This is an optimization exercise on Yosys and OpenROAD, whose aim is small area, not a production implementation.
Only simulation tests tie the RTL to the original design; equivalence was not proved.
The clock port is modelled as an ideal driver; clocking choices that lean on that would not hold on a real chip.

==> inputs of fjord <==
## i2c_master_axi
module i2c_master_axi #(
    parameter C_S_AXI_DATA_WIDTH = 32,
    parameter C_S_AXI_ADDR_WIDTH = 5,
    parameter DEFAULT_PRESCALE   = 16'd249
)(
    input  wire                              s_axi_aclk,
    input  wire                              s_axi_aresetn,
    input  wire [C_S_AXI_ADDR_WIDTH-1:0]     s_axi_awaddr,
    input  wire                              s_axi_awvalid,
    output reg                               s_axi_awready,
    input  wire [C_S_AXI_DATA_WIDTH-1:0]     s_axi_wdata,
    input  wire [C_S_AXI_DATA_WIDTH/8-1:0]   s_axi_wstrb,
    input  wire                              s_axi_wvalid,
    output reg                               s_axi_wready,
    output wire [1:0]                        s_axi_bresp,
    output reg                               s_axi_bvalid,
    input  wire                              s_axi_bready,
    input  wire [C_S_AXI_ADDR_WIDTH-1:0]     s_axi_araddr,
    input  wire                              s_axi_arvalid,
    output reg                               s_axi_arready,
    output wire [C_S_AXI_DATA_WIDTH-1:0]     s_axi_rdata,
    output wire [1:0]                        s_axi_rresp,
    output reg                               s_axi_rvalid,
    input  wire                              s_axi_rready,
    output wire                              irq_o,
    input  wire                              scl_pad_i,
    output wire                              scl_pad_o,
    output wire                              scl_padoen_o,
    input  wire                              sda_pad_i,
    output wire                              sda_pad_o,
    output wire                              sda_padoen_o
);
    wire clk   = s_axi_aclk;
    wire rst_n = s_axi_aresetn;
    assign scl_pad_o   = 1'b0;
    assign sda_pad_o   = 1'b0;
    assign s_axi_bresp = 2'b00;
    assign s_axi_rresp = 2'b00;
    reg [1:0] scl_sync_r;
    reg [1:0] sda_sync_r;
    always @(posedge clk or negedge rst_n) begin
        if (!rst_n) begin
            scl_sync_r <= 2'b11;
            sda_sync_r <= 2'b11;
        end else begin
            scl_sync_r <= {scl_sync_r[0], scl_pad_i};
            sda_sync_r <= {sda_sync_r[0], sda_pad_i};
        end
    end
    wire scl_sync = scl_sync_r[1];
  ...
clock: 10.0 ns
lec_check: 0
cap_margin: 20
core_margin: 2
core_utilization: 40
slew_margin: 20
standard.sh (not shown) runs the stock make flow with config.mk's settings and CLKGATE_MAP_FILE= SYNTH_SCRIPT=/design/flow/synth_recipe.tcl, a recipe that flattens the netlist after the stock synthesis.
==> flow/flow/run.sh <==
#!/bin/bash
# The standard ORFS layout (standard.sh), changed only in how cells are chosen:
#  - synthesis maps the combinational logic with an area-oriented abc script
#    (flow/synth.tcl wraps synth_recipe.tcl; registers are mapped as standard);
#  - every input and output port still gets a buffer, of the smallest size;
#  - the clock tree is built with clkbuf_8 and no dummy loads, then each
#    clock buffer is sized down as far as a 110 ps clock-pin slew allows
#    (flow/post_cts.tcl);
#  - the constant outputs share the one tie cell synthesis gives them
#    (SKIP_REPAIR_TIE_FANOUT) instead of one tie cell per port.
# standard.sh's make output goes to standard.log; ORFS keeps each step's
# log under orfs/logs.
set -euo pipefail
here=$(pwd)
bash standard.sh \
  "SYNTH_SCRIPT=$here/flow/synth.tcl" \
  "BUFFER_PORTS_ARGS=-buffer_cell sky130_fd_sc_hd__buf_1" \
  "CTS_ARGS=-sink_clustering_enable -repair_clock_nets -dont_use_dummy_load -buf_list sky130_fd_sc_hd__clkbuf_8" \
  "POST_CTS_TCL=$here/flow/post_cts.tcl" \
  SKIP_REPAIR_TIE_FANOUT=1 \
  finish > standard.log 2>&1
==> flow/flow/abc_area.script <==
strash
dc2
dc2
dch -f
amap
topo
==> flow/flow/post_cts.tcl <==
set cts_slew_target 0.110
estimate_parasitics -placement
proc cts_load_slew {inst} {
  set net [get_nets -of_objects [get_pins -of_objects $inst -filter "direction==output"]]
  set mx 0
  foreach p [get_pins -of_objects $net -filter "direction==input"] {
    foreach e {rise fall} {
      set s [get_property $p slew_max_$e]
      if {$s > $mx} { set mx $s }
    }
  }
  return $mx
}
set cts_resized 0
foreach inst [get_cells clkbuf_*] {
  set orig [get_property $inst ref_name]
  foreach cand {sky130_fd_sc_hd__clkbuf_2 sky130_fd_sc_hd__clkbuf_4} {
    if {$cand eq $orig} break
    replace_cell $inst $cand
    estimate_parasitics -placement
    if {[cts_load_slew $inst] < $cts_slew_target} { incr cts_resized; break }
    replace_cell $inst $orig
    estimate_parasitics -placement
  }
}
puts "post_cts.tcl: resized $cts_resized clock buffers"
Other scripts of this flow, unchanged in this note and not shown: flow/flow/synth.tcl
==> tundra (differences from fjord) <==
==> flow/flow/run.sh (replaced) <==
#!/bin/bash
# The standard ORFS layout (standard.sh), changed only in how cells are chosen:
#  - synthesis maps the combinational logic with an area-oriented abc script
#    (flow/synth.tcl wraps synth_recipe.tcl; registers are mapped as standard);
#  - every input and output port still gets a buffer, of the smallest size;
#  - the clock tree uses clkbuf_8 buffers and no dummy loads.
set -euo pipefail
here=$(pwd)
bash standard.sh \
  "SYNTH_SCRIPT=$here/flow/synth.tcl" \
  "BUFFER_PORTS_ARGS=-buffer_cell sky130_fd_sc_hd__buf_1" \
  "CTS_ARGS=-sink_clustering_enable -repair_clock_nets -dont_use_dummy_load -buf_list sky130_fd_sc_hd__clkbuf_8" \
  finish > standard.log 2>&1
==> flow/flow/abc_area.script (replaced) <==
strash
dch
map -a
topo
dnsize
removed: flow/flow/post_cts.tcl
==> ember (differences from fjord) <==
--- a/flow/design.v
+++ b/flow/design.v
@@ -48,15 +48,15 @@
         else if (sda_falling & scl_i)
             busy_o <= 1'b1;
         else if (sda_rising & scl_i)
             busy_o <= 1'b0;
     end
     wire in_data = (state_r[2:1] == 2'b01);
     wire rd_r    = state_r[0];
-    wire last_bit = (bit_cnt_r == 4'd8);
+    wire last_bit = bit_cnt_r[2] & ~bit_cnt_r[1] & ~bit_cnt_r[0];
     wire sda_input_mode = in_data && (rd_r ? !last_bit : last_bit);
     wire al_data = in_data && (phase_r == 2'd1) && scl_i &&
                    !sda_input_mode && sda_oen_o && !sda_i;
     wire al_start = (((state_r == ST_START) && (phase_r == 2'd0)) ||
                      ((state_r == ST_RESTART) && (phase_r == 2'd1))) &&
                     sda_oen_o && scl_i && !sda_i;
     wire al_event = al_data | al_start;
@@ -88,15 +88,15 @@
             end else begin
                 case (phase_r)
                     2'd0: if (scl_i || state_r != ST_START) phase_r <= 2'd1;
                     2'd1: if (scl_i || state_r == ST_START) phase_r <= 2'd2;
                     2'd2: phase_r <= 2'd3;
                     2'd3: begin
                         phase_r <= 2'd0;
-                        if (in_data) bit_cnt_r <= bit_cnt_r + 4'd1;
+                        if (in_data) bit_cnt_r <= {bit_cnt_r[2:0], ~(bit_cnt_r[3] ^ bit_cnt_r[2])};
                     end
                 endcase
             end
         end
     end
     always @(posedge clk_i or negedge rstn_i) begin
         if (!rstn_i) begin
@@ -309,36 +309,28 @@
                      SEQ_RESTART = 3'd5;
     reg [2:0] seq_state_r;
     reg       seq_sto_r, seq_wr_r, seq_rd_r, seq_nack_r;
     reg       sub_cmd_sent_r;    
     wire tip = (seq_state_r != SEQ_IDLE);
     wire core_cmd_valid = tip & ~sub_cmd_sent_r;
     reg       core_load;
-    reg       load_rd;
-    reg       load_nack;
+    wire      load_nack = (seq_state_r == SEQ_IDLE) ? data_r[4] : seq_nack_r;
     always @(*) begin
         core_load = 1'b0;
-        load_rd   = 1'b0;
-        load_nack = 1'b0;
         if (ctrl_en_r && !core_arb_lost) begin
             if (seq_state_r == SEQ_IDLE) begin
-                if (cmd_write_strobe && !data_r[0]) begin
+                if (cmd_write_strobe && !data_r[0])
                     core_load = data_r[3] | data_r[2];
-                    load_rd   = ~data_r[3];
-                    load_nack = data_r[4];
-                end
             end else if ((seq_state_r == SEQ_START || seq_state_r == SEQ_RESTART) &&
                          sub_cmd_sent_r && core_ready) begin
                 core_load = seq_wr_r | seq_rd_r;
-                load_rd   = ~seq_wr_r;
-                load_nack = seq_nack_r;
             end
         end
     end
-    wire [8:0] core_din = load_rd ? {8'hFF, load_nack} : {tx_data_r, 1'b0};
+    wire [8:0] core_din = {tx_data_r, load_nack};
     always @(posedge clk or negedge rst_n) begin
         if (!rst_n) begin
             seq_state_r    <= SEQ_IDLE;
             sub_cmd_sent_r <= 1'b0;
         end else if (!ctrl_en_r || core_arb_lost) begin
             seq_state_r    <= SEQ_IDLE;
             sub_cmd_sent_r <= tip;
==> flow/flow/abc_area.script (replaced) <==
strash
&get -n
&deepsyn -J 100 -T 120
&put
amap
topo
==> willow (differences from fjord) <==
--- a/flow/design.v
+++ b/flow/design.v
@@ -48,15 +48,15 @@
         else if (sda_falling & scl_i)
             busy_o <= 1'b1;
         else if (sda_rising & scl_i)
             busy_o <= 1'b0;
     end
     wire in_data = (state_r[2:1] == 2'b01);
     wire rd_r    = state_r[0];
-    wire last_bit = (bit_cnt_r == 4'd8);
+    wire last_bit = bit_cnt_r[2] & ~bit_cnt_r[1] & ~bit_cnt_r[0];
     wire sda_input_mode = in_data && (rd_r ? !last_bit : last_bit);
     wire al_data = in_data && (phase_r == 2'd1) && scl_i &&
                    !sda_input_mode && sda_oen_o && !sda_i;
     wire al_start = (((state_r == ST_START) && (phase_r == 2'd0)) ||
                      ((state_r == ST_RESTART) && (phase_r == 2'd1))) &&
                     sda_oen_o && scl_i && !sda_i;
     wire al_event = al_data | al_start;
@@ -88,15 +88,15 @@
             end else begin
                 case (phase_r)
                     2'd0: if (scl_i || state_r != ST_START) phase_r <= 2'd1;
                     2'd1: if (scl_i || state_r == ST_START) phase_r <= 2'd2;
                     2'd2: phase_r <= 2'd3;
                     2'd3: begin
                         phase_r <= 2'd0;
-                        if (in_data) bit_cnt_r <= bit_cnt_r + 4'd1;
+                        if (in_data) bit_cnt_r <= {bit_cnt_r[2:0], ~(bit_cnt_r[3] ^ bit_cnt_r[2])};
                     end
                 endcase
             end
         end
     end
     always @(posedge clk_i or negedge rstn_i) begin
         if (!rstn_i) begin
@@ -309,36 +309,28 @@
                      SEQ_RESTART = 3'd5;
     reg [2:0] seq_state_r;
     reg       seq_sto_r, seq_wr_r, seq_rd_r, seq_nack_r;
     reg       sub_cmd_sent_r;    
     wire tip = (seq_state_r != SEQ_IDLE);
     wire core_cmd_valid = tip & ~sub_cmd_sent_r;
     reg       core_load;
-    reg       load_rd;
-    reg       load_nack;
+    wire      load_nack = (seq_state_r == SEQ_IDLE) ? data_r[4] : seq_nack_r;
     always @(*) begin
         core_load = 1'b0;
-        load_rd   = 1'b0;
-        load_nack = 1'b0;
         if (ctrl_en_r && !core_arb_lost) begin
             if (seq_state_r == SEQ_IDLE) begin
-                if (cmd_write_strobe && !data_r[0]) begin
+                if (cmd_write_strobe && !data_r[0])
                     core_load = data_r[3] | data_r[2];
-                    load_rd   = ~data_r[3];
-                    load_nack = data_r[4];
-                end
             end else if ((seq_state_r == SEQ_START || seq_state_r == SEQ_RESTART) &&
                          sub_cmd_sent_r && core_ready) begin
                 core_load = seq_wr_r | seq_rd_r;
-                load_rd   = ~seq_wr_r;
-                load_nack = seq_nack_r;
             end
         end
     end
-    wire [8:0] core_din = load_rd ? {8'hFF, load_nack} : {tx_data_r, 1'b0};
+    wire [8:0] core_din = {tx_data_r, load_nack};
     always @(posedge clk or negedge rst_n) begin
         if (!rst_n) begin
             seq_state_r    <= SEQ_IDLE;
             sub_cmd_sent_r <= 1'b0;
         end else if (!ctrl_en_r || core_arb_lost) begin
             seq_state_r    <= SEQ_IDLE;
             sub_cmd_sent_r <= tip;
==> flow/flow/abc_area.script (replaced) <==
strash
&get -n
&deepsyn -J 100 -T 120
&put
amap
topo
==> flow/flow/post_cts.tcl (replaced) <==
set cts_slew_target 0.110
set cts_sizes {sky130_fd_sc_hd__clkbuf_1 sky130_fd_sc_hd__clkbuf_2 sky130_fd_sc_hd__clkbuf_4 sky130_fd_sc_hd__clkbuf_8 sky130_fd_sc_hd__clkbuf_16}
set ::cts_ck_pins [all_registers -clock_pins]
proc cts_worst_slew {} {
  estimate_parasitics -placement
  set mx 0
  foreach p $::cts_ck_pins {
    foreach e {rise fall} {
      set s [get_property $p slew_max_$e]
      if {$s > $mx} { set mx $s }
    }
  }
  return $mx
}
set cts_bufs [get_cells clkbuf_*]
# leaves (names with a level index above 0) before the root
set cts_order [concat [lsearch -all -inline -not -glob [lmap c $cts_bufs {get_full_name $c}] clkbuf_0_*] \
                      [lsearch -all -inline -glob [lmap c $cts_bufs {get_full_name $c}] clkbuf_0_*]]
set cts_resized 0
puts "post_cts.tcl: worst clock pin slew before [cts_worst_slew]"
foreach name $cts_order {
  set inst [get_cells $name]
  set orig [get_property $inst ref_name]
  set oi [lsearch -exact $cts_sizes $orig]
  if {$oi <= 0} continue
  foreach cand [lrange $cts_sizes 0 [expr {$oi - 1}]] {
    replace_cell $inst $cand
    if {[cts_worst_slew] < $cts_slew_target} { incr cts_resized; break }
    replace_cell $inst $orig
  }
}
puts "post_cts.tcl: resized $cts_resized clock buffers, worst clock pin slew [cts_worst_slew]"
==> impl_metrics.tcl <==
set metrics [dict create \
    p_leak_nw 2.19 \
    netSwitchingFraction_pct 36.5 \
    placed_cells 802 \
    utilization_pct 43.9 \
    comb_power_uw 437 \
    path_buf_inv 2 \
    critical_path_depth 6 \
    die_x_um 122 \
    wl_met1_um 5740 \
    outcome "complete, no violations" \
    synth.distinct_cells 41 \
]
The numbers above come from fjord.

==> impl_metrics.tcl <==
set metrics [dict create \
    placed_cells 763 \
    rsz0062_at_grt "false" \
    path_buf_inv 3 \
    wl_met3_um 788 \
    outcome "complete, no violations" \
    ir_drop_mv 0.108 \
    synth_top_family_by_area "compound AO/OA/AOI/OAI gates" \
    synth.distinct_cells 37 \
    critical_path_depth 8 \
    synth_area_mm2 0.00536 \
    p_leak_nw 2.11 \
    fill_cells 1300 \
    comb_power_uw 423 \
    cts.sinks 118 \
    utilization_pct 44.2 \
    netSwitchingFraction_pct 36.3 \
    synth_xor_area_share_pct 0 \
    die_x_um 120 \
    wl_met1_um 5750 \
    synth.top_cell.area_share_pct 21.9 \
]
The numbers above come from willow.

==> impl_metrics.tcl <==
set metrics [dict create \
    outcome "complete, no violations" \
    die_x_um 120 \
    wl_met1_um 5750 \
    critical_path_depth 8 \
    synth.distinct_cells 37 \
    utilization_pct 44.2 \
    multi_input_area_share_pct 29.6 \
    comb_power_uw 423 \
    p_leak_nw 2.11 \
    placed_cells 763 \
    netSwitchingFraction_pct 36.3 \
]
The numbers above come from ember.

==> impl_metrics.tcl <==
set metrics [dict create \
    outcome "complete, no violations" \
    wl_met1_um 5870 \
    tightestPinTransition_ns 0.958 \
    netSwitchingFraction_pct 36.5 \
    critical_path_depth 6 \
    placed_cells 861 \
    synth.distinct_cells 36 \
    die_x_um 122 \
    cellPowerDensity_mw_per_mm2 239 \
    path_buf_inv 2 \
    p_leak_nw 2.36 \
]
The numbers above come from tundra.

==> re-timing with driven ports <==
How much do the figures lean on ideal ports? The routed layouts below were timed once more, with nothing changed but the port constraints. Step 1 (the two cells are an assumption about what drives the block):
set clk [get_ports {s_axi_aclk}]
set_driving_cell -lib_cell sky130_fd_sc_hd__clkbuf_16 $clk
set_driving_cell -lib_cell sky130_fd_sc_hd__buf_2 [delete_from_list [all_inputs] $clk]
Step 2 times the ports against the registers' clock, not the clock port: input delays grow and output delays shrink by t, the midpoint of the rising clock arrivals with the driver on. Slacks: no drivers / after step 1 / after step 2; pairs: no drivers / after step 1.
run	shift t [ns]	setup WS [ns]	hold WS [ns]	clock arrival spread, ns
fjord	0.439	6.230 / 6.246 / 5.807	0.362 / 0.362 / 0.362	0.038 / 0.037
tundra	0.472	6.464 / 6.451 / 6.009	0.355 / 0.355 / 0.355	0.025 / 0.025
ember	0.415	5.788 / 5.796 / 5.381	0.362 / 0.362 / 0.362	0.050 / 0.050
willow	0.415	5.788 / 5.796 / 5.381	0.362 / 0.362 / 0.362	0.050 / 0.050
After both steps every run listed still meets setup and hold. The setup slack of tundra, which loses most, moves by -0.013 ns with the drivers and by -0.455 ns with both steps.
